Source: an optimization exercise on an open RTL-to-GDS flow (aim: small area). Production flows keep margins and buffers that such runs may drop. Function was checked by simulation only, so behaviour that the tests miss may differ from the original.

Setup of run B:
==> flow/design.v <==
module data_ingress (
    input  logic        clk,
    input  logic        rst,
    input  logic [15:0] adc_ch0,
    input  logic [15:0] adc_ch1,
    input  logic        adc_valid,
    output logic [31:0] m_tdata,
    output logic        m_tvalid,
    input  logic        m_tready
);
    always_ff @(posedge clk) begin
        if (!m_tvalid) m_tdata <= {adc_ch1, adc_ch0};
        if (rst)
            m_tvalid <= 1'b0;
        else if (!m_tvalid)
            m_tvalid <= adc_valid;
        else if (m_tready)
            m_tvalid <= 1'b0;
    end
endmodule
module axi_capture_controller (
    input  logic        clk,
    input  logic        rst,
    input  logic        s_tvalid,
    output logic        s_tready,
    input  logic        m_tready,
    output logic        m_tvalid,
    input  logic        trigger_in,
    input  logic [7:0]  capture_len_cfg,
    input  logic [31:0] timestamp_counter,
    output logic [31:0] latched_timestamp,
    output logic        capture_active
);
    logic trigger_sync, trigger_prev;
    logic rise_d1, trigger_valid;
    logic trigger_latched;
    logic [15:0] sample_count;
    logic [16:0] sample_count_inc;
    logic sample_fire, last_sample;
    always_ff @(posedge clk) begin
        if (rst) begin
            trigger_sync  <= 1'b0;
            trigger_prev  <= 1'b0;
            rise_d1       <= 1'b0;
            trigger_valid <= 1'b0;
        end else begin
            trigger_sync  <= trigger_in;
            trigger_prev  <= trigger_sync;
            rise_d1       <= trigger_sync & ~trigger_prev;
            trigger_valid <= rise_d1;
        end
    end
    assign s_tready    = capture_active & m_tready;
    assign m_tvalid    = capture_active & s_tvalid;
    assign sample_fire = s_tvalid & s_tready;
    assign sample_count_inc = {1'b0, sample_count} + 17'd1;
    assign last_sample = sample_fire && (sample_count_inc == {9'd0, capture_len_cfg});
    always_ff @(posedge clk) begin
        if (rst)
            capture_active <= 1'b0;
        else if (capture_active)
            capture_active <= !last_sample;
        else
            capture_active <= trigger_valid && !trigger_latched;
        if (rst || !capture_active)
            sample_count <= '0;
        else if (sample_fire)
            sample_count <= sample_count_inc[15:0];
        if (!capture_active && trigger_valid)
            latched_timestamp <= timestamp_counter;
        if (rst)
            trigger_latched <= 1'b0;
        else if (capture_active)
            trigger_latched <= 1'b1;
        else if (!trigger_sync)
            trigger_latched <= 1'b0;
    end
endmodule
module axi_fifo (
    input  logic        clk,
    input  logic        rst,
    input  logic [31:0] s_tdata,
    input  logic        s_tvalid,
    output logic        s_tready,
    output logic [31:0] m_tdata,
    output logic        m_tvalid,
    input  logic        m_tready
);
    logic [31:0] mem [0:15];
    logic [16:0] fill;
    wire full = fill[16];
    wire push = s_tvalid & ~full;
    wire pop  = m_tvalid & m_tready;
    assign s_tready = ~full;
    always_ff @(posedge clk) begin
        if (push) begin
            mem[0] <= s_tdata;
            for (int i = 1; i < 16; i++) mem[i] <= mem[i-1];
        end
    end
    always_comb begin
        m_tdata = '0;
        for (int i = 0; i < 16; i++)
            m_tdata = m_tdata | ({32{fill[i+1]}} & mem[i]);
    end
    always_ff @(posedge clk) begin
        if (rst) begin
            fill     <= 17'd1;
            m_tvalid <= 1'b0;
        end else begin
            if (push && !pop) fill <= {fill[15:0], 1'b0};
            else if (pop && !push) fill <= {1'b0, fill[16:1]};
            m_tvalid <= !fill[0] && !(fill[1] && pop && !push);
        end
    end
endmodule
module axi_packetizer (
    input  logic        clk,
    input  logic        rst,
    input  logic [31:0] s_tdata,
    input  logic        s_tvalid,
    output logic        s_tready,
    output logic [31:0] m_tdata,
    output logic        m_tvalid,
    input  logic        m_tready,
    output logic        m_tlast,
    input  logic [31:0] timestamp_latched,
    input  logic [7:0]  capture_len_cfg,
    input  logic [15:0] error_flags
);
    localparam logic [2:0] ST_IDLE        = 3'd0,
                           ST_HEADER      = 3'd1,
                           ST_TIMESTAMP   = 3'd2,
                           ST_CHNID       = 3'd3,
                           ST_SAMPLECOUNT = 3'd4,
                           ST_PAYLOAD     = 3'd5,
                           ST_INFO        = 3'd6,
                           ST_DONE        = 3'd7;
    localparam logic [31:0] HEADER = 32'h30415144;
    logic [2:0]  state;
    logic [1:0]  byte_idx;
    logic [1:0]  out_idx;
    logic        word_active, word_active_d;
    logic [7:0]  remaining;
    logic [15:0] error_flags_reg;
    logic [31:0] payload_reg;
    wire st_idle    = (state == ST_IDLE);
    wire st_header  = (state == ST_HEADER);
    wire st_ts      = (state == ST_TIMESTAMP);
    wire st_count   = (state == ST_SAMPLECOUNT);
    wire st_payload = (state == ST_PAYLOAD);
    wire st_info    = (state == ST_INFO);
    assign s_tready = st_idle | (st_payload & ~word_active);
    assign m_tvalid = ~st_idle & (~st_payload | word_active_d);
    assign m_tlast  = (state == ST_DONE);
    wire notify_out = m_tvalid & m_tready;
    wire load_word  = st_payload & ~word_active & s_tvalid;
    logic advance;
    always_comb begin
        case (state)
            ST_IDLE:      advance = s_tvalid;
            ST_HEADER,
            ST_TIMESTAMP: advance = notify_out & (byte_idx == 2'd3);
            ST_PAYLOAD:   advance = notify_out & (byte_idx == 2'd3) & (remaining == 8'd0);
            ST_INFO:      advance = notify_out & byte_idx[0];
            default:      advance = notify_out;
        endcase
    end
    wire idx_inc = notify_out & (st_header | st_ts | st_info | (st_payload & word_active));
    always_ff @(posedge clk) begin
        if (rst) state <= ST_IDLE;
        else if (advance) state <= state + 3'd1;
        if (st_idle) byte_idx <= 2'd0;
        else if (idx_inc) byte_idx <= byte_idx + 2'd1;
        word_active   <= st_payload & (word_active ? ~(notify_out & byte_idx == 2'd3) : s_tvalid);
        word_active_d <= word_active;
        out_idx       <= byte_idx;
        if (st_idle) begin
            remaining       <= capture_len_cfg;
            error_flags_reg <= error_flags;
        end else if (load_word) begin
            remaining <= remaining - 8'd1;
        end
        if (st_idle) payload_reg <= timestamp_latched;
        else if (st_payload && !word_active) payload_reg <= s_tdata;
    end
    logic [1:0] shift;
    logic [3:0] sel_hdr, sel_pl;
    logic [1:0] sel_ef;
    always_comb begin
        shift = st_payload ? out_idx : byte_idx;
        for (int d = 0; d < 4; d++) begin
            sel_hdr[d] = st_header & (shift == d[1:0]);
            sel_pl[d]  = (st_ts | st_payload) & (shift == d[1:0]);
        end
        for (int d = 0; d < 2; d++)
            sel_ef[d] = st_info & (shift == d[1:0]);
        m_tdata = '0;
        for (int lane = 0; lane < 4; lane++)
            for (int d = 0; d < 4 - lane; d++) begin
                m_tdata[8*lane +: 8] = m_tdata[8*lane +: 8]
                    | ({8{sel_hdr[d]}} & HEADER[8*(lane+d) +: 8])
                    | ({8{sel_pl[d]}}  & payload_reg[8*(lane+d) +: 8]);
                if (lane + d < 2 && d < 2)
                    m_tdata[8*lane +: 8] = m_tdata[8*lane +: 8]
                        | ({8{sel_ef[d]}} & error_flags_reg[8*(lane+d) +: 8]);
            end
        m_tdata[7:0] = m_tdata[7:0] | ({8{st_count}} & remaining);
    end
endmodule
module usb_tx_if (
    input  logic        clk,
    input  logic        rst,
    input  logic [31:0] s_tdata,
    input  logic        s_tvalid,
    output logic        s_tready,
    output logic [31:0] usb_data,
    output logic        usb_wr_en,
    input  logic        usb_full
);
    assign s_tready = ~usb_full;
    always_ff @(posedge clk) begin
        usb_data <= s_tdata;
        if (rst) usb_wr_en <= 1'b0;
        else     usb_wr_en <= s_tvalid & ~usb_full;
    end
endmodule
module daq_top (
    input logic clk,
    input logic rst,
    input logic [15:0] adc_ch0,
    input logic [15:0] adc_ch1,
    input logic adc_valid,
    input logic trigger_in,
    input logic [31:0] timestamp_counter,
    input logic [7:0] capture_len_cfg,
    input logic [15:0] error_flags,
    input logic usb_full,
    output logic [7:0] tx_data,
    output logic tx_valid,
    input  logic tx_ready,
    output logic tx_last,
    output logic capture_active,
    output logic [31:0]usb_data,
    output logic usb_wr_en
);
    logic [31:0] ingress_tdata;
    logic ingress_tvalid, ingress_tready;
    logic capture_tvalid, capture_tready;
    logic [31:0] fifo_tdata;
    logic fifo_tvalid, fifo_tready;
    logic [31:0] packet_tdata;
    logic packet_tvalid, packet_tready, packet_tlast;
    logic [31:0] latched_timestamp;
    logic usb_ready;
    data_ingress u_ingress (
        .clk(clk),
        .rst(rst),
        .adc_ch0(adc_ch0),
        .adc_ch1(adc_ch1),
        .adc_valid(adc_valid),
        .m_tdata(ingress_tdata),
        .m_tvalid(ingress_tvalid),
        .m_tready(ingress_tready)
    );
    axi_capture_controller u_capture (
        .clk(clk),
        .rst(rst),
        .s_tvalid(ingress_tvalid),
        .s_tready(ingress_tready),
        .m_tready(capture_tready),
        .m_tvalid(capture_tvalid),
        .trigger_in(trigger_in),
        .capture_len_cfg(capture_len_cfg),
        .timestamp_counter(timestamp_counter),
        .latched_timestamp(latched_timestamp),
        .capture_active(capture_active)
    );
    axi_fifo u_fifo (
        .clk(clk),
        .rst(rst),
        .s_tdata(ingress_tdata),
        .s_tvalid(capture_tvalid),
        .s_tready(capture_tready),
        .m_tdata(fifo_tdata),
        .m_tvalid(fifo_tvalid),
        .m_tready(fifo_tready)
    );
    axi_packetizer u_packetizer (
        .clk(clk),
        .rst(rst),
        .s_tdata(fifo_tdata),
        .s_tvalid(fifo_tvalid),
        .s_tready(fifo_tready),
        .m_tdata(packet_tdata),
        .m_tvalid(packet_tvalid),
        .m_tready(packet_tready),
        .m_tlast(packet_tlast),
        .timestamp_latched(latched_timestamp),
        .capture_len_cfg(capture_len_cfg),
        .error_flags(error_flags)
    );
    usb_tx_if usb_tx_inst (
        .clk(clk),
        .rst(rst),
        .s_tdata(packet_tdata),
        .s_tvalid(packet_tvalid),
        .s_tready(usb_ready),
        .usb_data(usb_data),
        .usb_wr_en(usb_wr_en),
        .usb_full(usb_full)
    );
    assign tx_data  = packet_tdata[7:0];
    assign tx_valid = packet_tvalid;
    assign packet_tready = usb_ready & tx_ready;
    assign tx_last  = packet_tlast;
endmodule
clock: 5.0 ns
lec_check: 0
cap_margin: 0
core_margin: 2
core_utilization: 40
slew_margin: 0
standard.sh (not shown) runs the stock make flow with config.mk's settings and CLKGATE_MAP_FILE= SYNTH_SCRIPT=/design/flow/synth_recipe.tcl, a recipe that flattens the netlist after the stock synthesis.
==> flow/flow/run.sh <==
#!/bin/bash
# Standard layout (the standard.sh: standard synthesis and ORFS flow) with two
# changes passed as make variables:
#  - port buffers are sky130_fd_sc_hd__buf_1 instead of the default choice;
#  - CTS without dummy loads, with clkbuf_8 and the clustering of config.mk.
# Each tool's full output goes to the ORFS logs under orfs/logs; make's own
# output goes to flow_make.log here.
set -euo pipefail
bash standard.sh \
  "BUFFER_PORTS_ARGS=-buffer_cell sky130_fd_sc_hd__buf_1" \
  "CTS_ARGS=-sink_clustering_enable -repair_clock_nets -dont_use_dummy_load -buf_list sky130_fd_sc_hd__clkbuf_8 -sink_clustering_size 16 -sink_clustering_max_diameter 60" \
  finish > flow_make.log 2>&1
--- input diff run B..run E ---
--- a/flow/design.v
+++ b/flow/design.v
@@ -88,5 +88,8 @@
 );
     logic [31:0] mem [0:15];
-    logic [16:0] fill;
+    logic [16:1] fill;
+    wire empty = ~|fill;
+    logic was_nonempty;
+    assign m_tvalid = was_nonempty & ~empty;
     wire full = fill[16];
     wire push = s_tvalid & ~full;
@@ -104,12 +107,11 @@
             m_tdata = m_tdata | ({32{fill[i+1]}} & mem[i]);
     end
+    always_ff @(posedge clk) was_nonempty <= ~empty;
     always_ff @(posedge clk) begin
         if (rst) begin
-            fill     <= 17'd1;
-            m_tvalid <= 1'b0;
+            fill     <= '0;
         end else begin
-            if (push && !pop) fill <= {fill[15:0], 1'b0};
-            else if (pop && !push) fill <= {1'b0, fill[16:1]};
-            m_tvalid <= !fill[0] && !(fill[1] && pop && !push);
+            if (push && !pop) fill <= {fill[15:1], empty};
+            else if (pop && !push) fill <= {1'b0, fill[16:2]};
         end
     end
Notes after the runs:
- Between run B and run E, hold slack increased.
- Delta (run E minus run B): synthesized netlist cell count shows a reduction of 15; cell count shows a reduction of 17.
- Run E ends up with lower synthesized-area fraction occupied by ao, oa, aoi and oai cells than run B does.
- The post-CTS clock slew at the launch and capture registers of the worst setup and hold paths of run E and that of run B are within noise of each other.
- Taking run B as the reference, in run E clock-buffer cell count has increased, transition at the pin with the smallest max-transition slack fell 0.012 ns, area added between synthesis and finish held steady.
- Looking at area occupied by multi-input gates across run E and run B, the one that comes out higher is run B.

[what the ideal ports hide]
How much do the figures lean on ideal ports? The routed layouts below were timed once more, with nothing changed but the port constraints.
Step 1, drivers: a clkbuf_16 drives clk and a buf_2 each remaining input, both assumed.
Step 2 also shifts input and output timing later by t, the mid clock arrival at the registers, as if the neighbouring blocks saw the same clock.
a / b / c = no drivers / after step 1 / after step 2; a / b = the first two.
| run | t, ns | slack for setup (ns) | worst hold slack (ns) | worst setup path at the end | cell pins on the clock port's net |
|---|---|---|---|---|---|
| run B | 0.719 | 0.356 / 0.300 / 1.019 | 0.386 / 0.386 / 0.386 | register to output | 1 |
| run E | 0.715 | 0.525 / 0.468 / 1.182 | 0.392 / 0.392 / 0.392 | register to output | 1 |
After both steps setup and hold are still met in every run listed.
